From an optimization exercise on the open Yosys and OpenROAD flow, aimed at small area; shortcuts taken in it are not production practice. In this exercise RTL edits were held to simulation tests only and were not proved equivalent to the original. Power is estimated from default activity; no workload was simulated.

==> design/flow/config.mk <==
export PLATFORM = sky130hd
export DESIGN_NAME = top_level
export DESIGN_NICKNAME = top_level
export VERILOG_FILES = /design/flow/design.v
export SDC_FILE = /design/flow/constraint.sdc
export NUM_CORES = 4
export LEC_CHECK = 0
export CAP_MARGIN = 20
export CORE_MARGIN = 2
export CORE_UTILIZATION = 45
export SLEW_MARGIN = 20
==> design/flow/run.sh <==
#!/bin/bash
# synth_recipe.tcl (not shown) runs the flow's synth.tcl, then flattens the netlist and writes it again
# the make line also repeats each setting of config.mk as NAME=value (left out here)
make -C /OpenROAD-flow-scripts/flow DESIGN_CONFIG=/design/flow/config.mk WORK_HOME=/design/flow/orfs CLKGATE_MAP_FILE= SYNTH_SCRIPT=/design/flow/synth_recipe.tcl finish
==> design/flow/constraint.sdc <==
create_clock -name core_clock -period 10.0 [get_ports {clk100}]
set_input_delay 2.0000 -clock core_clock [delete_from_list [all_inputs] [get_ports {clk100}]]
set_output_delay 2.0000 -clock core_clock [all_outputs]
set_load 0.01 [all_outputs]
==> design/flow/design.v <==
`timescale 1ns / 1ps
module gamma_lut (
    input  logic [7:0] idx,
    output logic [9:0] val
);
    always_comb begin
        case (idx)
            8'd0: val = 10'd0;
            8'd1: val = 10'd0;
            8'd2: val = 10'd1;
            8'd3: val = 10'd1;
            8'd4: val = 10'd1;
            8'd5: val = 10'd2;
            8'd6: val = 10'd2;
            8'd7: val = 10'd2;
            8'd8: val = 10'd2;
            8'd9: val = 10'd3;
            8'd10: val = 10'd3;
            8'd11: val = 10'd3;
            8'd12: val = 10'd4;
            8'd13: val = 10'd4;
            8'd14: val = 10'd4;
            8'd15: val = 10'd5;
            8'd16: val = 10'd5;
            8'd17: val = 10'd6;
            8'd18: val = 10'd6;
            8'd19: val = 10'd7;
            8'd20: val = 10'd7;
            8'd21: val = 10'd8;
            8'd22: val = 10'd8;
            8'd23: val = 10'd9;
            8'd24: val = 10'd9;
            8'd25: val = 10'd10;
            8'd26: val = 10'd11;
            8'd27: val = 10'd11;
            8'd28: val = 10'd12;
            8'd29: val = 10'd13;
            8'd30: val = 10'd13;
            8'd31: val = 10'd14;
            8'd32: val = 10'd15;
            8'd33: val = 10'd16;
            8'd34: val = 10'd16;
            8'd35: val = 10'd17;
            8'd36: val = 10'd18;
            8'd37: val = 10'd19;
            8'd38: val = 10'd20;
            8'd39: val = 10'd21;
            8'd40: val = 10'd22;
            8'd41: val = 10'd23;
            8'd42: val = 10'd24;
            8'd43: val = 10'd25;
            8'd44: val = 10'd26;
            8'd45: val = 10'd27;
            8'd46: val = 10'd28;
            8'd47: val = 10'd29;
            8'd48: val = 10'd30;
            8'd49: val = 10'd31;
            8'd50: val = 10'd33;
            8'd51: val = 10'd34;
            8'd52: val = 10'd35;
            8'd53: val = 10'd36;
            8'd54: val = 10'd38;
            8'd55: val = 10'd39;
            8'd56: val = 10'd40;
            8'd57: val = 10'd42;
            8'd58: val = 10'd43;
            8'd59: val = 10'd45;
            8'd60: val = 10'd46;
            8'd61: val = 10'd48;
            8'd62: val = 10'd49;
            8'd63: val = 10'd51;
            8'd64: val = 10'd52;
            8'd65: val = 10'd54;
            8'd66: val = 10'd56;
            8'd67: val = 10'd57;
            8'd68: val = 10'd59;
            8'd69: val = 10'd61;
            8'd70: val = 10'd63;
            8'd71: val = 10'd64;
            8'd72: val = 10'd66;
            8'd73: val = 10'd68;
            8'd74: val = 10'd70;
            8'd75: val = 10'd72;
            8'd76: val = 10'd74;
            8'd77: val = 10'd76;
            8'd78: val = 10'd78;
            8'd79: val = 10'd80;
            8'd80: val = 10'd82;
            8'd81: val = 10'd84;
            8'd82: val = 10'd86;
            8'd83: val = 10'd88;
            8'd84: val = 10'd91;
            8'd85: val = 10'd93;
            8'd86: val = 10'd95;
            8'd87: val = 10'd97;
            8'd88: val = 10'd100;
            8'd89: val = 10'd102;
            8'd90: val = 10'd105;
            8'd91: val = 10'd107;
            8'd92: val = 10'd109;
            8'd93: val = 10'd112;
            8'd94: val = 10'd115;
            8'd95: val = 10'd117;
            8'd96: val = 10'd120;
            8'd97: val = 10'd122;
            8'd98: val = 10'd125;
            8'd99: val = 10'd128;
            8'd100: val = 10'd130;
            8'd101: val = 10'd133;
            8'd102: val = 10'd136;
            8'd103: val = 10'd139;
            8'd104: val = 10'd142;
            8'd105: val = 10'd145;
            8'd106: val = 10'd147;
            8'd107: val = 10'd150;
            8'd108: val = 10'd153;
            8'd109: val = 10'd156;
            8'd110: val = 10'd160;
            8'd111: val = 10'd163;
            8'd112: val = 10'd166;
            8'd113: val = 10'd169;
            8'd114: val = 10'd172;
            8'd115: val = 10'd175;
            8'd116: val = 10'd179;
            8'd117: val = 10'd182;
            8'd118: val = 10'd185;
            8'd119: val = 10'd189;
            8'd120: val = 10'd192;
            8'd121: val = 10'd196;
            8'd122: val = 10'd199;
            8'd123: val = 10'd203;
            8'd124: val = 10'd206;
            8'd125: val = 10'd210;
            8'd126: val = 10'd213;
            8'd127: val = 10'd217;
            8'd128: val = 10'd221;
            8'd129: val = 10'd225;
            8'd130: val = 10'd228;
            8'd131: val = 10'd232;
            8'd132: val = 10'd236;
            8'd133: val = 10'd240;
            8'd134: val = 10'd244;
            8'd135: val = 10'd248;
            8'd136: val = 10'd252;
            8'd137: val = 10'd256;
            8'd138: val = 10'd260;
            8'd139: val = 10'd264;
            8'd140: val = 10'd268;
            8'd141: val = 10'd272;
            8'd142: val = 10'd277;
            8'd143: val = 10'd281;
            8'd144: val = 10'd285;
            8'd145: val = 10'd290;
            8'd146: val = 10'd294;
            8'd147: val = 10'd298;
            8'd148: val = 10'd303;
            8'd149: val = 10'd307;
            8'd150: val = 10'd312;
            8'd151: val = 10'd317;
            8'd152: val = 10'd321;
            8'd153: val = 10'd326;
            8'd154: val = 10'd331;
            8'd155: val = 10'd335;
            8'd156: val = 10'd340;
            8'd157: val = 10'd345;
            8'd158: val = 10'd350;
            8'd159: val = 10'd355;
            8'd160: val = 10'd360;
            8'd161: val = 10'd365;
            8'd162: val = 10'd370;
            8'd163: val = 10'd375;
            8'd164: val = 10'd380;
            8'd165: val = 10'd385;
            8'd166: val = 10'd390;
            8'd167: val = 10'd395;
            8'd168: val = 10'd401;
            8'd169: val = 10'd406;
            8'd170: val = 10'd411;
            8'd171: val = 10'd417;
            8'd172: val = 10'd422;
            8'd173: val = 10'd427;
            8'd174: val = 10'd433;
            8'd175: val = 10'd439;
            8'd176: val = 10'd444;
            8'd177: val = 10'd450;
            8'd178: val = 10'd455;
            8'd179: val = 10'd461;
            8'd180: val = 10'd467;
            8'd181: val = 10'd473;
            8'd182: val = 10'd479;
            8'd183: val = 10'd484;
            8'd184: val = 10'd490;
            8'd185: val = 10'd496;
            8'd186: val = 10'd502;
            8'd187: val = 10'd508;
            8'd188: val = 10'd514;
            8'd189: val = 10'd521;
            8'd190: val = 10'd527;
            8'd191: val = 10'd533;
            8'd192: val = 10'd539;
            8'd193: val = 10'd546;
            8'd194: val = 10'd552;
            8'd195: val = 10'd558;
            8'd196: val = 10'd565;
            8'd197: val = 10'd571;
            8'd198: val = 10'd578;
            8'd199: val = 10'd584;
            8'd200: val = 10'd591;
            8'd201: val = 10'd598;
            8'd202: val = 10'd604;
            8'd203: val = 10'd611;
            8'd204: val = 10'd618;
            8'd205: val = 10'd625;
            8'd206: val = 10'd631;
            8'd207: val = 10'd638;
            8'd208: val = 10'd645;
            8'd209: val = 10'd652;
            8'd210: val = 10'd659;
            8'd211: val = 10'd666;
            8'd212: val = 10'd674;
            8'd213: val = 10'd681;
            8'd214: val = 10'd688;
            8'd215: val = 10'd695;
            8'd216: val = 10'd702;
            8'd217: val = 10'd710;
            8'd218: val = 10'd717;
            8'd219: val = 10'd725;
            8'd220: val = 10'd732;
            8'd221: val = 10'd740;
            8'd222: val = 10'd747;
            8'd223: val = 10'd755;
            8'd224: val = 10'd763;
            8'd225: val = 10'd770;
            8'd226: val = 10'd778;
            8'd227: val = 10'd786;
            8'd228: val = 10'd794;
            8'd229: val = 10'd802;
            8'd230: val = 10'd809;
            8'd231: val = 10'd817;
            8'd232: val = 10'd826;
            8'd233: val = 10'd834;
            8'd234: val = 10'd842;
            8'd235: val = 10'd850;
            8'd236: val = 10'd858;
            8'd237: val = 10'd866;
            8'd238: val = 10'd875;
            8'd239: val = 10'd883;
            8'd240: val = 10'd891;
            8'd241: val = 10'd900;
            8'd242: val = 10'd908;
            8'd243: val = 10'd917;
            8'd244: val = 10'd925;
            8'd245: val = 10'd934;
            8'd246: val = 10'd943;
            8'd247: val = 10'd952;
            8'd248: val = 10'd960;
            8'd249: val = 10'd969;
            8'd250: val = 10'd978;
            8'd251: val = 10'd987;
            8'd252: val = 10'd996;
            8'd253: val = 10'd1005;
            8'd254: val = 10'd1014;
            8'd255: val = 10'd1023;
            default: val = 10'd0;
        endcase
    end
endmodule
`timescale 1ns / 1ps
module CIE_scaling_unit #(
    parameter PWM_SLOTS = 1024   
)(
    input  logic         clk,
    input  logic         reset,
    input  logic [7:0]   red_value,       
    input  logic [7:0]   green_value,     
    input  logic [7:0]   blue_value,      
    output logic [10:0]  red_pwm_out,     
    output logic [10:0]  green_pwm_out,   
    output logic [10:0]  blue_pwm_out     
);
    logic [9:0] gamma_red, gamma_green, gamma_blue;
    logic [10:0] red_scaled;     
    logic [10:0] green_scaled;   
    logic [10:0] blue_scaled;    
    localparam logic [10:0] PWM_MAX = (PWM_SLOTS == 512) ? 11'd511 :
                                      (PWM_SLOTS == 1024) ? 11'd1023 :
                                      11'd2047;   
    gamma_lut lut_red   (.idx(red_value),   .val(gamma_red));
    gamma_lut lut_green (.idx(green_value), .val(gamma_green));
    gamma_lut lut_blue  (.idx(blue_value),  .val(gamma_blue));
    logic [19:0] green_prod, blue_prod;
    assign green_prod = ({10'd0, gamma_green} << 7) + ({10'd0, gamma_green} << 1) + {10'd0, gamma_green};
    assign blue_prod  = ({10'd0, gamma_blue} << 9) + ({10'd0, gamma_blue} << 7) + ({10'd0, gamma_blue} << 4) +
                        ({10'd0, gamma_blue} << 3) + ({10'd0, gamma_blue} << 2) + ({10'd0, gamma_blue} << 1) +
                        {10'd0, gamma_blue};
    always_ff @(posedge clk or negedge reset) begin
        if (!reset) begin
            red_pwm_out   <= 11'd0;
            green_pwm_out <= 11'd0;
            blue_pwm_out  <= 11'd0;
            red_scaled    <= 11'd0;
            green_scaled  <= 11'd0;
            blue_scaled   <= 11'd0;
        end else begin
            red_scaled <= {1'b0, gamma_red};   
            green_scaled <= green_prod[18:8];
            blue_scaled <= blue_prod[18:8];
            red_pwm_out   <= (red_scaled   > PWM_MAX) ? PWM_MAX : red_scaled;
            green_pwm_out <= (green_scaled > PWM_MAX) ? PWM_MAX : green_scaled;
            blue_pwm_out  <= (blue_scaled  > PWM_MAX) ? PWM_MAX : blue_scaled;
        end
    end
endmodule
`timescale 1ns / 1ps
module PWM_generator #(
    parameter PWM_SLOTS = 1024   
) (
    input  logic         clk,
    input  logic         reset,
    input  logic [10:0]  duty_cycle,   
    input  logic [1:0]   led_select,   
    output logic         pwm_out_16,   
    output logic         pwm_out_17    
);
    localparam int COUNTER_WIDTH = (PWM_SLOTS == 512) ? 9 :
                                    (PWM_SLOTS == 1024) ? 10 :
                                    11;   
    logic [COUNTER_WIDTH-1:0] pwm_counter;
    localparam logic [10:0] PWM_MAX = PWM_SLOTS - 1;
    logic pwm_signal;
    always_ff @(posedge clk or negedge reset) begin
        if (!reset) begin
            pwm_counter <= {COUNTER_WIDTH{1'b0}};
            pwm_signal  <= 1'b0;
            pwm_out_16  <= 1'b0;
            pwm_out_17  <= 1'b0;
        end else begin
            if (pwm_counter >= PWM_MAX) begin
                pwm_counter <= {COUNTER_WIDTH{1'b0}};
            end else begin
                pwm_counter <= pwm_counter + 1;
            end
            if (duty_cycle > PWM_MAX) begin
                pwm_signal <= 1'b1;   
            end else if (duty_cycle == 0) begin
                pwm_signal <= 1'b0;   
            end else begin
                pwm_signal <= (pwm_counter < duty_cycle[COUNTER_WIDTH-1:0]);
            end
            case (led_select)
                2'b01: begin
                    pwm_out_16 <= pwm_signal;
                    pwm_out_17 <= 1'b0;
                end
                2'b10: begin
                    pwm_out_16 <= 1'b0;
                    pwm_out_17 <= pwm_signal;
                end
                default: begin
                    pwm_out_16 <= 1'b0;
                    pwm_out_17 <= 1'b0;
                end
            endcase
        end
    end
endmodule
`timescale 1ns / 1ps
module button_debouncer #(parameter CLK_FREQ = 100_000_000) (
	input logic clk,     
	input logic reset,  
	input logic btn,   
	output logic btn_debounce
);
	localparam int TWENTY_MS = CLK_FREQ / 50 ;
	logic btn_sync1, btn_sync2;
	logic btn_stable;
	always_ff @(posedge clk or negedge reset) begin
		if (!reset) begin
			btn_sync1 <= 1'b0;
			btn_sync2 <= 1'b0;
		end else begin
			btn_sync1 <= btn;
			btn_sync2 <= btn_sync1;
		end
	end
	assign btn_stable = btn_sync2;
	logic [$clog2(TWENTY_MS)-1:0] timer_reg;
	logic twenty_ms_reached;
	assign twenty_ms_reached = (timer_reg == TWENTY_MS - 1);
	logic press_fired;
	always_ff @(posedge clk or negedge reset) begin
		if (!reset) begin
			timer_reg            <= '0;
			press_fired <= 1'b0;
		end else if (btn_stable) begin  
			if (!twenty_ms_reached) begin
				timer_reg <= timer_reg + 1;  
			end
			if (twenty_ms_reached && !press_fired) begin
				press_fired <= 1'b1;
			end
		end else begin  
			timer_reg            <= '0;
			press_fired <= 1'b0;
		end
	end
	assign btn_debounce = press_fired;
endmodule : button_debouncer
`timescale 1ns / 1ps
module seg_controller #(parameter CLK400HZ = 250000) (
    input  logic       clk,
    input  logic       reset,
    input  logic [7:0] num,
    input  logic [7:0] blue_value,
    input  logic [7:0] speed,
    input  logic [7:0] num_of_bytes,  
    input  logic [7:0] byte_count,    
    input  logic       rx_select,
    input  logic [7:0] red_value,
    input  logic [7:0] green_value,
    input  logic [1:0] led_select,
    output logic [7:0] cathode,
    output logic [7:0] anode
);
    logic [$clog2(CLK400HZ)-1:0] clk_div_reg;
    logic tick_400hz;
    always_ff @(posedge clk or negedge reset) begin
        if (~reset) begin
            clk_div_reg <= '0;
        end else begin
            if (clk_div_reg == CLK400HZ - 1) begin
                clk_div_reg <= '0;
            end else begin
                clk_div_reg <= clk_div_reg + 1;
            end
        end
    end
    assign tick_400hz = (clk_div_reg == CLK400HZ - 1);
    logic [3:0] digit_index_reg;  
    always_ff @(posedge clk or negedge reset) begin
        if (~reset) begin
            digit_index_reg <= '0;
        end else if (tick_400hz) begin  
            if (digit_index_reg == 7) begin
                digit_index_reg <= '0;
            end else begin
                digit_index_reg <= digit_index_reg + 1;
            end
        end
    end
    logic [3:0] curr_digit_comb;
    logic [7:0] Anode;
    logic       don;
    always_comb begin
        don = 1'b0;
        curr_digit_comb = 4'b0000;
        if (rx_select) begin
            case (digit_index_reg)
            4'd0:   curr_digit_comb = blue_value[3:0];
            4'd1:   curr_digit_comb = blue_value[7:4];
            4'd2:   curr_digit_comb = green_value[3:0];
            4'd3:   curr_digit_comb = green_value[7:4];
            4'd4:   curr_digit_comb = red_value[3:0];
            4'd5:   curr_digit_comb = red_value[7:4];
            4'd6:   curr_digit_comb = led_select[0];
            4'd7:   curr_digit_comb = led_select[1];
            endcase
        end else begin
            case (digit_index_reg)
                4'd0: curr_digit_comb = num[3:0];
                4'd1: curr_digit_comb = num[7:4];
                4'd2: curr_digit_comb = speed[3:0];
                4'd3: begin
                    curr_digit_comb = speed[7:4];
                    don = 1'b1;
                end
                4'd4: curr_digit_comb = num_of_bytes[3:0];
                4'd5: curr_digit_comb = num_of_bytes[7:4];
                4'd6: curr_digit_comb = byte_count[3:0];
                4'd7: curr_digit_comb = byte_count[7:4];
            endcase
        end
        Anode = ~(1 << digit_index_reg);
    end
    logic [7:0] segments_active_high;
    always_comb begin
        unique case (curr_digit_comb)  
            4'h0:    segments_active_high = {7'b1111110, don};  
            4'h1:    segments_active_high = {7'b0110000, don};  
            4'h2:    segments_active_high = {7'b1101101, don};  
            4'h3:    segments_active_high = {7'b1111001, don};  
            4'h4:    segments_active_high = {7'b0110011, don};  
            4'h5:    segments_active_high = {7'b1011011, don};  
            4'h6:    segments_active_high = {7'b1011111, don};  
            4'h7:    segments_active_high = {7'b1110000, don};  
            4'h8:    segments_active_high = {7'b1111111, don};  
            4'h9:    segments_active_high = {7'b1111011, don};  
            4'hA:    segments_active_high = {7'b1110111, don};  
            4'hB:    segments_active_high = {7'b0011111, don};  
            4'hC:    segments_active_high = {7'b1001110, don};  
            4'hD:    segments_active_high = {7'b0111101, don};  
            4'hE:    segments_active_high = {7'b1001111, don};  
            4'hF:    segments_active_high = {7'b1000111, don};  
            default: segments_active_high = 8'b00000000;        
        endcase
    end
    assign cathode = ~segments_active_high;
    assign anode = Anode;
endmodule
`timescale 1ns / 1ps
module Reciever #(
    parameter CLK_FREQ  = 100_000_000,  
    parameter BAUDRATE = 57_600        
) (
    input  logic       clk,
    input  logic       reset,     
    input  logic       rx_line,   
    input  logic       rx_en,     
    output logic [7:0] rx_byte,   
    output logic       rx_done,   
    output logic       led_start,
    output logic       led_recieve,
    output logic       led_stop
);
    localparam int BIT_PERIOD    = CLK_FREQ / BAUDRATE;
    localparam int HALF_BIT      = BIT_PERIOD / 2;
    localparam int SAMPLE_OFFSET = 100;  
    typedef enum logic [1:0] {
        IDLE        = 2'b00,
        START_BIT   = 2'b01,
        RECEIVE     = 2'b10,
        STOP_BIT    = 2'b11
    } state_t;
    state_t current_state, next_state;
    logic [$clog2(BIT_PERIOD)-1:0] baud_counter;
    logic [3:0] bit_counter;
    logic [7:0] shift_reg;
    logic [4:0] samples;         
    logic rx_sync_0, rx_sync_1;  
    logic rx_prev;               
    logic falling_edge;
    always_ff @(posedge clk or negedge reset) begin
        if (!reset) begin
            rx_sync_0 <= 1'b1;
            rx_sync_1 <= 1'b1;
            rx_prev   <= 1'b1;
        end else begin
            rx_sync_0 <= rx_line;
            rx_sync_1 <= rx_sync_0;
            rx_prev   <= rx_sync_1;
        end
    end
    assign falling_edge = (rx_prev == 1'b1) && (rx_sync_1 == 1'b0);
    logic bit_decision;
    always_comb begin
        int sum;
        sum = samples[0] + samples[1] + samples[2] + samples[3] + samples[4];
        bit_decision = (sum >= 3);  
    end
    always_ff @(posedge clk or negedge reset) begin
        if (!reset) begin
            current_state <= IDLE;
        end else begin
            current_state <= next_state;
        end
    end
    always_comb begin
        next_state = current_state;
        led_start = 1'b0;
        led_recieve = 1'b0;
        led_stop = 1'b0;
        unique case (current_state)
            IDLE: begin
                if (rx_en && falling_edge ) next_state = START_BIT;
            end
            START_BIT: begin
                led_start = 1'b1;
                if (baud_counter == BIT_PERIOD - 1) next_state = RECEIVE;
            end
            RECEIVE: begin
                led_recieve = 1'b1;
                if (bit_counter == 7 && baud_counter == BIT_PERIOD - 1)
                    next_state = STOP_BIT;
            end
            STOP_BIT: begin
                led_stop = 1'b1;
                if (baud_counter == HALF_BIT) next_state = IDLE;
            end
        endcase
    end
    always_ff @(posedge clk or negedge reset) begin
        if (!reset) begin
            baud_counter <= '0;
            bit_counter  <= '0;
            shift_reg    <= '0;
            rx_byte      <= '0;
            rx_done      <= 1'b0;
            samples      <= '0;
        end else begin
            rx_done <= 1'b0;  
            unique case (current_state)
                IDLE: begin
                    baud_counter <= '0;
                    bit_counter  <= '0;
                end
                START_BIT: begin
                    if (baud_counter == BIT_PERIOD - 1) begin
                        baud_counter <= '0;
                    end else begin
                        baud_counter <= baud_counter + 1;
                    end
                end
                RECEIVE: begin
                    if (baud_counter == HALF_BIT - (2*SAMPLE_OFFSET)) samples[0] <= rx_sync_1;
                    if (baud_counter == HALF_BIT - SAMPLE_OFFSET)     samples[1] <= rx_sync_1;
                    if (baud_counter == HALF_BIT)                     samples[2] <= rx_sync_1;  
                    if (baud_counter == HALF_BIT + SAMPLE_OFFSET)     samples[3] <= rx_sync_1;
                    if (baud_counter == HALF_BIT + (2*SAMPLE_OFFSET)) samples[4] <= rx_sync_1;
                    if (baud_counter == BIT_PERIOD - 1) begin
                        baud_counter <= '0;
                        bit_counter  <= bit_counter + 1;
                        shift_reg    <= {bit_decision, shift_reg[7:1]};  
                    end else begin
                        baud_counter <= baud_counter + 1;
                    end
                end
                STOP_BIT: begin
                        rx_byte <= shift_reg;
                        if (baud_counter == 0) begin
                            rx_done <= 1'b1;
                        end else begin
                            rx_done <= 1'b0;
                        end
                    if (baud_counter == HALF_BIT) begin
                        baud_counter <= '0;
                    end else begin
                        baud_counter <= baud_counter + 1;
                    end
                end
            endcase
        end
    end
endmodule
module Buffer_Checker (
    input  logic         clk,
    input  logic         reset,
    input  logic [7:0]   rx_byte,
    input  logic         rx_done,
    output logic [127:0] valid_msg,       
    output logic         msg_ready,       
    output logic [7:0]   led_command,     
    output logic         led_cmd_ready,   
    output logic         shift_buff       
);
    typedef enum logic {
        IDLE_WAIT_FOR_START, 
        COLLECTING_BYTES     
    } state_t;
    state_t current_state;
    logic [3:0]   byte_index;    
    logic [127:0] temp_buffer;   
    logic         msg_type;      
    logic byte_is_valid;
    always_comb begin
        byte_is_valid = 1'b0;  
        case (byte_index)
            4'd1:  begin
                if (rx_byte == 8'h52) begin   
                    byte_is_valid = 1'b1;
                end else if (rx_byte == 8'h4C) begin   
                    byte_is_valid = 1'b1;
                end else begin
                    byte_is_valid = 1'b0;
                end
            end
            4'd2:  begin
                if (msg_type == 1'b0) begin
                    byte_is_valid = (rx_byte >= 8'h30 && rx_byte <= 8'h32);  
                end else begin
                    byte_is_valid = (rx_byte == 8'h30);  
                end
            end
            4'd3:  begin
                if (msg_type == 1'b0) begin
                    if (temp_buffer[23:16] == 8'h32) begin   
                        byte_is_valid = (rx_byte >= 8'h30 && rx_byte <= 8'h35);   
                    end else begin
                        byte_is_valid = (rx_byte >= 8'h30 && rx_byte <= 8'h39);   
                    end
                end else begin
                    byte_is_valid = (rx_byte == 8'h31);  
                end
            end
            4'd4:  begin
                if (msg_type == 1'b0) begin
                    if (temp_buffer[23:16] == 8'h32 && temp_buffer[31:24] == 8'h35) begin   
                        byte_is_valid = (rx_byte >= 8'h30 && rx_byte <= 8'h35);   
                    end else begin
                        byte_is_valid = (rx_byte >= 8'h30 && rx_byte <= 8'h39);   
                    end
                end else begin
                    byte_is_valid = (rx_byte == 8'h36 || rx_byte == 8'h37);  
                end
            end
            4'd5:  begin
                if (msg_type == 1'b0) begin
                    byte_is_valid = (rx_byte == 8'h2C);  
                end else begin
                    byte_is_valid = (rx_byte == 8'h7D);  
                end
            end
            4'd6:  byte_is_valid = (msg_type == 1'b0) && (rx_byte == 8'h47);  
            4'd7:  byte_is_valid = (msg_type == 1'b0) && (rx_byte >= 8'h30 && rx_byte <= 8'h32);  
            4'd8:  begin
                if (msg_type == 1'b0) begin
                    if (temp_buffer[63:56] == 8'h32) begin   
                        byte_is_valid = (rx_byte >= 8'h30 && rx_byte <= 8'h35);   
                    end else begin
                        byte_is_valid = (rx_byte >= 8'h30 && rx_byte <= 8'h39);   
                    end
                end else begin
                    byte_is_valid = 1'b0;   
                end
            end
            4'd9:  begin
                if (msg_type == 1'b0) begin
                    if (temp_buffer[63:56] == 8'h32 && temp_buffer[71:64] == 8'h35) begin   
                        byte_is_valid = (rx_byte >= 8'h30 && rx_byte <= 8'h35);   
                    end else begin
                        byte_is_valid = (rx_byte >= 8'h30 && rx_byte <= 8'h39);   
                    end
                end else begin
                    byte_is_valid = 1'b0;   
                end
            end
            4'd10: byte_is_valid = (msg_type == 1'b0) && (rx_byte == 8'h2C);  
            4'd11: byte_is_valid = (msg_type == 1'b0) && (rx_byte == 8'h42);  
            4'd12: byte_is_valid = (msg_type == 1'b0) && (rx_byte >= 8'h30 && rx_byte <= 8'h32);  
            4'd13: begin
                if (msg_type == 1'b0) begin
                    if (temp_buffer[103:96] == 8'h32) begin   
                        byte_is_valid = (rx_byte >= 8'h30 && rx_byte <= 8'h35);   
                    end else begin
                        byte_is_valid = (rx_byte >= 8'h30 && rx_byte <= 8'h39);   
                    end
                end else begin
                    byte_is_valid = 1'b0;   
                end
            end
            4'd14: begin
                if (msg_type == 1'b0) begin
                    if (temp_buffer[103:96] == 8'h32 && temp_buffer[111:104] == 8'h35) begin   
                        byte_is_valid = (rx_byte >= 8'h30 && rx_byte <= 8'h35);   
                    end else begin
                        byte_is_valid = (rx_byte >= 8'h30 && rx_byte <= 8'h39);   
                    end
                end else begin
                    byte_is_valid = 1'b0;   
                end
            end
            4'd15: byte_is_valid = (msg_type == 1'b0) && (rx_byte == 8'h7D);  
            default: byte_is_valid = 1'b0;
        endcase
    end
    always_ff @(posedge clk or negedge reset) begin
        if (!reset) begin
            current_state  <= IDLE_WAIT_FOR_START;
            byte_index     <= '0;
            temp_buffer    <= '0;
            valid_msg      <= '0;
            msg_ready      <= 1'b0;
            led_command    <= 8'd0;
            led_cmd_ready  <= 1'b0;
            msg_type       <= 1'b0;
            shift_buff     <= 1'b0;
        end else begin
            msg_ready      <= 1'b0;
            led_cmd_ready  <= 1'b0;
            shift_buff     <= 1'b0;
            if (rx_done) begin
                shift_buff <= 1'b1; 
                case (current_state)
                    IDLE_WAIT_FOR_START: begin
                        if (rx_byte == 8'h7B) begin  
                            temp_buffer[7:0] <= rx_byte;  
                            byte_index <= 4'd1;
                            msg_type <= 1'b0;  
                            current_state <= COLLECTING_BYTES;
                        end
                    end
                    COLLECTING_BYTES: begin
                        if (byte_is_valid) begin
                            if (byte_index == 4'd1) begin
                                msg_type <= (rx_byte == 8'h4C);  
                            end
                            case (byte_index)
                                4'd1:  temp_buffer[15:8]   <= rx_byte;
                                4'd2:  temp_buffer[23:16]  <= rx_byte;
                                4'd3:  temp_buffer[31:24]  <= rx_byte;
                                4'd4:  temp_buffer[39:32]  <= rx_byte;
                                4'd5:  begin
                                    temp_buffer[47:40] <= rx_byte;
                                    if (msg_type == 1'b1) begin
                                        if (temp_buffer[39:32] == 8'h36) begin   
                                            led_command <= 8'd16;
                                        end else if (temp_buffer[39:32] == 8'h37) begin   
                                            led_command <= 8'd17;
                                        end
                                        led_cmd_ready <= 1'b1;
                                        byte_index <= '0;
                                        current_state <= IDLE_WAIT_FOR_START;
                                    end
                                end
                                4'd6:  temp_buffer[55:48]  <= rx_byte;
                                4'd7:  temp_buffer[63:56]  <= rx_byte;
                                4'd8:  temp_buffer[71:64]  <= rx_byte;
                                4'd9:  temp_buffer[79:72]  <= rx_byte;
                                4'd10: temp_buffer[87:80]  <= rx_byte;
                                4'd11: temp_buffer[95:88]  <= rx_byte;
                                4'd12: temp_buffer[103:96] <= rx_byte;
                                4'd13: temp_buffer[111:104] <= rx_byte;
                                4'd14: temp_buffer[119:112] <= rx_byte;
                                4'd15: begin
                                    temp_buffer[127:120] <= rx_byte;
                                    if (msg_type == 1'b0) begin
                                        valid_msg <= {rx_byte, temp_buffer[119:0]};   
                                        msg_ready <= 1'b1;
                                        byte_index <= '0;
                                        current_state <= IDLE_WAIT_FOR_START;   
                                    end
                                end
                            endcase
                            if (!((msg_type == 1'b1 && byte_index == 4'd5) || (msg_type == 1'b0 && byte_index == 4'd15))) begin
                                byte_index <= byte_index + 1;
                            end
                        end else begin
                            current_state <= IDLE_WAIT_FOR_START;
                            byte_index <= '0;
                            temp_buffer <= '0;
                            msg_type <= 1'b0;
                        end
                    end
                endcase
            end
        end
    end
endmodule
`timescale 1ns / 1ps
module uart_parser (
    input  logic         clk,
    input  logic         reset,          
    input  logic [127:0] valid_msg,      
    input  logic         msg_ready,      
    input  logic [7:0]   led_command_in,  
    input  logic         led_cmd_ready_in,  
    output logic [23:0]  pixel_data_packet,  
    output logic         msg_ready_out,      
    output logic [7:0]   led_command,        
    output logic         led_cmd_ready       
);
    logic [7:0] red_bin, green_bin, blue_bin;
    logic msg_ready_prev , msg_ready_prev_1;
    always_ff @(posedge clk or negedge reset) begin
        if (!reset) begin
            red_bin           <= '0;
            green_bin         <= '0;
            blue_bin          <= '0;
            pixel_data_packet <= '0;
            msg_ready_out     <= 1'b0;
            led_command       <= 8'd0;
            led_cmd_ready     <= 1'b0;
            msg_ready_prev    <= 1'b0;
            msg_ready_prev_1  <= 1'b0;
        end else begin
            msg_ready_out <= 1'b0;  
            led_cmd_ready <= 1'b0;  
            msg_ready_prev <= msg_ready;
            msg_ready_prev_1 <= msg_ready_prev;
            if (msg_ready_prev_1) begin
                red_bin <= ( (valid_msg[23:16] - 8'h30) * 100 ) + 
                           ( (valid_msg[31:24] - 8'h30) * 10  ) + 
                           ( (valid_msg[39:32] - 8'h30)       );
                green_bin <= ( (valid_msg[63:56] - 8'h30) * 100 ) + 
                             ( (valid_msg[71:64] - 8'h30) * 10  ) + 
                             ( (valid_msg[79:72] - 8'h30)       );
                blue_bin <= ( (valid_msg[103:96] - 8'h30) * 100 ) + 
                            ( (valid_msg[111:104] - 8'h30) * 10  ) + 
                            ( (valid_msg[119:112] - 8'h30)       );
                msg_ready_out     <= 1'b1;
            end
             pixel_data_packet <= {red_bin, green_bin, blue_bin};
            if (led_cmd_ready_in) begin
                led_command   <= led_command_in;
                led_cmd_ready <= 1'b1;
            end
        end
    end
endmodule
`timescale 1ns / 1ps
module FSM_rx (
    input  logic        clk,
    input  logic        reset,
    input  logic        read_en,
    input  logic [23:0] pixel_data_packet,   
    input  logic        msg_ready,           
    input  logic [7:0]  led_command,         
    input  logic        led_cmd_ready,       
    input  logic [3:0]  buttons,             
    input  logic        btn_center,          
    output logic [7:0]  red_value,           
    output logic [7:0]  green_value,         
    output logic [7:0]  blue_value,          
    output logic [1:0]  led_select,          
    output logic [1:0]  color_selector,      
    output logic        led_rx_on            
);
    typedef enum logic { ST_IDLE = 1'b0, ST_UPDATE = 1'b1 } state_t;
    state_t current_state, next_state;
    logic [1:0] selected_mode;
    logic [3:0] buttons_prev;
    logic btn_center_prev;
    logic btn_up_edge, btn_down_edge, btn_left_edge, btn_right_edge, btn_center_edge;
    logic [7:0] temp_red_value, temp_green_value, temp_blue_value;
    logic [1:0] temp_led_select;   
    assign led_rx_on = read_en;
    assign color_selector = selected_mode;   
    always_ff @(posedge clk or negedge reset) begin
        if (!reset) begin
            buttons_prev    <= 4'b0000;
            btn_center_prev <= 1'b0;
        end else begin
            buttons_prev    <= buttons;
            btn_center_prev <= btn_center;
        end
    end
    assign btn_up_edge     = buttons[0] && !buttons_prev[0];
    assign btn_down_edge   = buttons[1] && !buttons_prev[1];
    assign btn_left_edge   = buttons[2] && !buttons_prev[2];
    assign btn_right_edge  = buttons[3] && !buttons_prev[3];
    assign btn_center_edge = btn_center && !btn_center_prev;
    always_ff @(posedge clk or negedge reset) begin
        if (!reset) begin
            current_state <= ST_IDLE;
        end else if (!read_en) begin
            current_state <= ST_IDLE;
        end else begin
            current_state <= next_state;
        end
    end
    always_comb begin
        next_state = current_state;
        case (current_state)
            ST_IDLE:   if (msg_ready) next_state = ST_UPDATE;
            ST_UPDATE: next_state = ST_IDLE;
            default:   next_state = ST_IDLE;
        endcase
    end
    always_ff @(posedge clk or negedge reset) begin
        if (!reset) begin
            red_value       <= 8'h00;
            green_value     <= 8'h00;
            blue_value      <= 8'h00;
            temp_red_value  <= 8'h00;
            temp_green_value <= 8'h00;
            temp_blue_value  <= 8'h00;
            selected_mode   <= 2'b00;   
            led_select      <= 2'b0;    
            temp_led_select <= 1'b0;    
        end else begin
            if (current_state == ST_UPDATE) begin
                red_value      <= pixel_data_packet[23:16];   
                green_value    <= pixel_data_packet[15:8];    
                blue_value     <= pixel_data_packet[7:0];     
                temp_red_value <= pixel_data_packet[23:16];
                temp_green_value <= pixel_data_packet[15:8];
                temp_blue_value  <= pixel_data_packet[7:0];
            end
            if (btn_center_edge && current_state == ST_IDLE) begin
                red_value   <= temp_red_value;
                green_value <= temp_green_value;
                blue_value  <= temp_blue_value;
                led_select  <= temp_led_select;   
            end
            if (btn_up_edge && current_state == ST_IDLE) begin
                case (selected_mode)
                    2'b00: if (temp_led_select == 2'b01) temp_led_select <= 2'b10;   
                    2'b01: temp_red_value   <= (temp_red_value   == 8'hFF) ? 8'hFF : temp_red_value   + 1;
                    2'b10: temp_green_value <= (temp_green_value == 8'hFF) ? 8'hFF : temp_green_value + 1;
                    2'b11: temp_blue_value  <= (temp_blue_value  == 8'hFF) ? 8'hFF : temp_blue_value  + 1;
                endcase
            end
            if (btn_down_edge && current_state == ST_IDLE) begin
                case (selected_mode)
                    2'b00: if (temp_led_select == 2'b10) temp_led_select <= 2'b01;   
                    2'b01: temp_red_value   <= (temp_red_value   == 8'h00) ? 8'h00 : temp_red_value   - 1;
                    2'b10: temp_green_value <= (temp_green_value == 8'h00) ? 8'h00 : temp_green_value - 1;
                    2'b11: temp_blue_value  <= (temp_blue_value  == 8'h00) ? 8'h00 : temp_blue_value  - 1;
                endcase
            end
            if (btn_right_edge && current_state == ST_IDLE) begin
                if (selected_mode <= 2'b11) selected_mode <= selected_mode + 1;
            end
            if (btn_left_edge && current_state == ST_IDLE) begin
                if (selected_mode >= 2'b00) selected_mode <= selected_mode - 1;
            end
            if (led_cmd_ready) begin
                case (led_command)
                    8'd16: begin
                        led_select <= 2'b01;   
                        temp_led_select <= 2'b01;   
                    end
                    8'd17: begin
                        led_select <= 2'b10;   
                        temp_led_select <= 2'b10;   
                    end
                    default: begin
                        led_select <= led_select;   
                        temp_led_select <= temp_led_select;
                    end
                endcase
            end
        end
    end
endmodule
module top_level (
    input  logic       clk100,          
    input  logic       reset,           
    input  logic [4:0] button,
    input  logic       rx_data_in,
    output logic [7:0] catode,
    output logic [7:0] anode,
    output logic       led_rx_on,
    output logic       led_start,
    output logic       led_recieve,
    output logic       led_stop,
    output logic       led_recieve_done,
    output logic       led_buffer_msg_ready,
    output logic       led_parser_msg_ready,
    output logic       [2:0] pwm_out_16,
    output logic       [2:0] pwm_out_17
);
    logic       write_en;
    logic [7:0] latched_num;
    logic [7:0] latched_speed;
    logic [7:0] latched_num_of_bytes;
    logic       end_of_byte;
    logic [7:0] byte_count;
    logic [7:0] byte_to_send;
    logic       tx_start;
    logic       finished;
    logic       rx_on_latched;
    logic [7:0] rx_byte;
    logic       rx_done;
    logic       is_col_cmd, is_end_msg, is_row_cmd, is_val_cmd, is_start_msg;
    logic [7:0] converted_val;
    logic [7:0] led_command, led_command_fsm;
    logic       led_cmd_ready, led_cmd_ready_fsm;
    logic [1:0] led_select;
    logic [7:0] blue_value;
    logic [7:0] red_value, green_value;
    logic [127:0] valid_msg;
    logic msg_ready ,msg_ready_out;
    logic [23:0] packet;
    logic [1:0] color_selector;
    logic [10:0] red_pwm_out, green_pwm_out, blue_pwm_out;
    logic [10:0] duty_cycle [2:0];
    logic [4:0] buttons_clean;
    assign rx_on_latched        = 1'b1;
    assign latched_num          = 8'h00;
    assign latched_speed        = 8'h00;
    assign latched_num_of_bytes = 8'h00;
    assign byte_count           = 8'h00;
    assign led_recieve_done = rx_done;
    assign led_buffer_msg_ready = msg_ready;
    assign led_parser_msg_ready = msg_ready_out;
    assign duty_cycle[0] = red_pwm_out;
    assign duty_cycle[1] = green_pwm_out;
    assign duty_cycle[2] = blue_pwm_out;
    Reciever #(.CLK_FREQ(100_000_000), .BAUDRATE(57600)) rx (
        .clk       (clk100),
        .reset     (reset),
        .rx_line   (rx_data_in),
        .rx_en     (rx_on_latched),
        .rx_byte   (rx_byte),
        .rx_done   (rx_done),
        .led_start (led_start),
        .led_recieve(led_recieve),
        .led_stop   (led_stop)
    );
    seg_controller #(.CLK400HZ(250000)) segment_ctrl (
        .clk           (clk100),
        .reset         (reset),
        .num           (latched_num),
        .blue_value        (blue_value),
        .speed         (latched_speed),
        .num_of_bytes  (latched_num_of_bytes),
        .byte_count    (byte_count),
        .rx_select     (rx_on_latched),
        .red_value     (red_value),
        .green_value     (green_value),
        .led_select  (led_select),
        .cathode       (catode),
        .anode         (anode)
    );
    uart_parser parser (
        .clk          (clk100),
        .reset        (reset),
        .valid_msg    (valid_msg),
        .msg_ready      (msg_ready),
        .led_command_in   (led_command),
        .led_cmd_ready_in    (led_cmd_ready),
        .pixel_data_packet(packet),
        .msg_ready_out (msg_ready_out),
        .led_command (led_command_fsm),
        .led_cmd_ready (led_cmd_ready_fsm)
    );
    FSM_rx fsm_rx_inst (
        .clk          (clk100),
        .reset        (reset),
        .read_en      (rx_on_latched),
        .pixel_data_packet (packet),
        .msg_ready    (msg_ready_out),
        .led_command      (led_command_fsm),
        .led_cmd_ready    (led_cmd_ready_fsm),
        .buttons          ({buttons_clean[3], buttons_clean[2], buttons_clean[1], buttons_clean[0]}),
        .btn_center       (buttons_clean[4]),
        .red_value    (red_value),
        .green_value    (green_value),
        .blue_value    (blue_value),
        .led_select       (led_select),
        .color_selector   (color_selector),
        .led_rx_on    (led_rx_on)
    );
    Buffer_Checker buffer_checker_inst(
        .clk      (clk100),
        .reset    (reset),
        .rx_byte  (rx_byte),
        .rx_done  (rx_done),
        .valid_msg(valid_msg),
        .msg_ready(msg_ready),
        .led_command (led_command),
        .led_cmd_ready (led_cmd_ready),
        .shift_buff()
    );
    genvar i;
    generate
        for (i = 0; i < 5; i++) begin : debounce_gen
            button_debouncer #(.CLK_FREQ(1_000_000)) debounce (
                .clk         (clk100),
                .reset       (reset),
                .btn         (button[i]),
                .btn_debounce (buttons_clean[i])
            );
        end
    endgenerate
    CIE_scaling_unit #(.PWM_SLOTS(1024)) CIE (
        .clk          (clk100),
        .reset        (reset),
        .red_value    (red_value),
        .green_value  (green_value),
        .blue_value   (blue_value),
        .red_pwm_out  (red_pwm_out),
        .green_pwm_out(green_pwm_out),
        .blue_pwm_out (blue_pwm_out)
    );
    genvar j;
    generate
        for (j = 0; j < 3; j++) begin : PWM_gen
            PWM_generator #(.PWM_SLOTS(1024)) PWM_generator (
                .clk         (clk100),
                .reset       (reset),
                .duty_cycle         (duty_cycle[j]),
                .led_select(led_select),
                .pwm_out_16 (pwm_out_16[j]),
                .pwm_out_17 (pwm_out_17[j])
            );
        end
    endgenerate
endmodule
==> run notes <==
- Remaining antenna violation count: 0
- Rows: 100
- Power per standard cell area: 123.5 mW/mm^2
- Crit path buf inv count: 3
- Synth cell count leaders: dfrtp_1 (513), nand2_1 (324), nor2_1 (279)
- Max FFs per register: 75
- Seq/Total Area, Yosys: 38.26%
- N_diodes: 0
- Sw frac: 22.79%
- Largest family of logic cells by synthesized area: compound AO/OA/AOI/OAI gates
- Sw power: 1.031 mW
- Top delay family on crit path: adder cells
- DRC viols: 0
- Simple-gate area share of the yosys netlist: 16.68%
- Combinational Power Share: 3.9%
- Placer Congestion: 0.9077
- Post-synthesis xor/xnor area fraction: 5.474%
- CP startpoint kind: flip-flop
- CP most frequent cell: ha_1
- Placed cell areas: 0.03464 sq mm
- Gate count of the mapped netlist: 3,672
- Post-CTS Hold Fix Bufs: 0
- Post-DP HPWL: 53.55 mm
- Avg Vias per Cell: 5.719
- RSZ-0062 raised after global routing: false
- Syn avg cell area: 9.194 sq um
- Crit path DAT: 8.16 ns
- Worst setup EP type: flip-flop
- Drt first-iter violations: 2,120
- Clk root buf: clkbuf_16
- Most frequent cell after synthesis: dfrtp_1
- GRT Residual Overflow: 0
- Period utilization: 76.12%
- Sequential power share: 47.1%
- Final Skew: 0.01489 ns
- Synth Area in Adders: 11.81%
- Final wirelength: 79.11 mm
- Power share of the clock group: 49.0%
- Yosys top cell area share: 38.03%
- Worst slew margin: 28.72%
- Max cap viols: 0
- Routed vias: 26,190
- CP peak stage delay: 0.70 ns
- DIE WIDTH: 277.9 microns
- Post-Syn Area: 0.03376 sq mm
- Max Clk Rate: 0.1314 GHz
- First-pass GRT wire length: 133.1 mm
- Data required time of the critical path: 10.55 ns
- Initial antenna violation count: 0
- Yosys reg bits: 516
- Biggest area consumer among synthesized cells: dfrtp_1
- Core ar.: 0.07432 sq mm
- Top fanout value on the critical path: 16
- Peak supply drop: 0.0002029 V
- Distinct cells, synth: 87
- Post-cts gate resize count: 0
- Final Slew Violations: 0
- HP Class: flip-flop to flip-flop
- H-tree depth: 2
- Top cells by area, synth: dfrtp_1 (38%), ha_1 (8.6%), xnor2_1 (4.0%)
- Slew @ Worst Pin: 1.061 ns
- Status: finished clean
- DIE AREA: 0.07723 sq mm
- Setup TNS Final: 0 ns
- Vias in the first global route: 25,120
- Total Nets Final: 3,860
- Synth Area in Compound Gates: 17.86%
- Gr usage total: 20.51%
- Port-buffer cells: 34
- Clock Path Buffers: 3
- Layout area overhead: 8.506%
- Ys Warns: 12
- DRT Pass-1 Iters: 8
- CTS tree: yes
- Hold_ws: 0.3455 ns
- Final core occ: 49.29%
- Tot Pwr: 4.523 mW
- Final min period: 7.612 ns
- Clock sink count: 516
- Share of layout cells above drive strength 1: 8.033%
- Power Internal: 3.492 mW
- Leak Pwr: 16.70 nW
- Fill cell count: 7,072
- Clock Pin Slew Worst Setup and Hold Paths: 0.06 ns
- Multi-input logic area: 0.01910 sq mm
- Post-synthesis mux area share: 4.659%
- Post-synthesis async set-or-reset flop share: 100.0%
- Setup Viol. Count Final: 0
- Setup repair bufs after CTS: 0
- Largest net degree at the start of global routing: 169
- EDFF count, synth: 0
- Clock Latency Late Sink: 0.64 ns
- Cell area after layout: 0.03663 sq mm
- Crit Path Class: flip-flop to flip-flop
- Max stage delay cell, worst path: dfrtp_1
- Die height: 277.9 microns
- WL/cell: 17.28 microns
- Primary FF master, synth: dfrtp_1
- Final Hold Viols: 0
- Ports: 37
- Starting density of the core: 45.42%
- Register area: 0.01293 sq mm
- CTS Buf Count: 57
## cell families after synthesis
family	after synthesis
mux	133
fa+ha+maj	287
compound gates	927
other cells	2
buf+inv	445
flops	516
xor+xnor	211
simple gates	1151
## layout make-up
type | count | share of cell area, %
clock inverter | 27 | 1.124
tap | 969 | 3.310
inverter | 212 | 2.172
timing repair buffer | 65 | 1.646
multi-input combinational | 2714 | 52.15
clock buffer | 76 | 4.311
sequential | 516 | 35.29
## per-layer routing
metal  part of all wire (%)  GRT usage (%)  up-vias
met5                      0              0        -
li1                       -              -    12770
met2                     46          32.59      666
met3                    4.8          2.535      110
met1                     47          29.75    12640
met4                    2.0          5.059        0
## through the flow
| step | setup WS (ns) | instances |
|---|---|---|
| global placement | 2.618 | 4476 |
| finish | 2.388 | 4579 |
| global route | 1.734 | 4579 |
| detailed placement | 2.462 | 4476 |
| floorplan | 3.397 | 3675 |
| CTS | 2.437 | 4579 |
## path summary, 6_finish.rpt
check | from | end | slack, ns | depth (start not counted)
max | fsm_rx_inst.blue_value[1]$_DFFE_PN0P_ | CIE.blue_scaled[10]$_DFF_PN0_ | 2.39 | 28
min | debounce_gen[2].debounce.btn_sync1$_DFF_PN0_ | debounce_gen[2].debounce.btn_sync2$_DFF_PN0_ | 0.35 | 0
max reg2reg | fsm_rx_inst.blue_value[1]$_DFFE_PN0P_ | CIE.blue_scaled[10]$_DFF_PN0_ | 2.39 | 28
min reg2reg | debounce_gen[2].debounce.btn_sync1$_DFF_PN0_ | debounce_gen[2].debounce.btn_sync2$_DFF_PN0_ | 0.35 | 0
max in group asynchronous | reset | rx.current_state[0]$_DFFE_PN0P_ | 6.79 | 3
min in group asynchronous | reset | CIE.blue_pwm_out[9]$_DFF_PN0_ | 1.35 | 1
## cells in the final DEF (no fill, tap or decap), types with 33 or more instances in the layout
master | synthesis | routed
a31oi_1 | 33 | 33
xor2_1 | 55 | 55
clkbuf_16 | 0 | 58
nor3_1 | 64 | 64
nand2b_1 | 36 | 36
and2_1 | 90 | 90
a211oi_1 | 45 | 45
and3_1 | 40 | 40
dfrtp_1 | 513 | 504
o21ai_0 | 241 | 241
nor2b_1 | 41 | 41
a22o_1 | 60 | 60
inv_1 | 202 | 202
mux2_2 | 96 | 96
a21o_1 | 47 | 47
xnor2_1 | 156 | 156
o211ai_1 | 40 | 40
ha_1 | 233 | 233
nor2_1 | 279 | 278
nand4_1 | 34 | 34
nand2_1 | 324 | 324
a21oi_1 | 221 | 221
clkdlybuf4s50_1 | 0 | 33
nand3_1 | 113 | 113
fa_1 | 53 | 53
## power by group through the flow
stage / Sequential, mW / Combinational, mW / Clock (mW)
after floorplan: 2.16 / 0.103 / 0
after global placement: 2.17 / 0.183 / 0
after detailed placement: 2.17 / 0.182 / 0
after CTS: 2.13 / 0.183 / 2.29
after global routing: 2.13 / 0.206 / 2.37
final: 2.13 / 0.175 / 2.22

## port drivers added, routing unchanged
Ports are ideal in the flow. The routed layout listed here was re-timed in OpenROAD. Step 1 (the two cells are an assumption about what drives the block):
set clk [get_ports {clk100}]
set_driving_cell -lib_cell sky130_fd_sc_hd__clkbuf_16 $clk
set_driving_cell -lib_cell sky130_fd_sc_hd__buf_2 [delete_from_list [all_inputs] $clk]
Step 2 also shifts input and output timing later by t, the mid clock arrival at the registers, as if the neighbouring blocks saw the same clock. a / b / c = ideal / step 1 / step 2; a / b = the first two.
t, ns: 0.697
setup WS [ns]: 2.388 / 2.388 / 2.388
hold slack, ns: 0.346 / 0.346 / 0.346
cell pins on the clock port's net: 1
After both steps this run still meets setup and hold. The setup slack of this run moves by 0.000 ns with the drivers and by 0.000 ns with both steps.
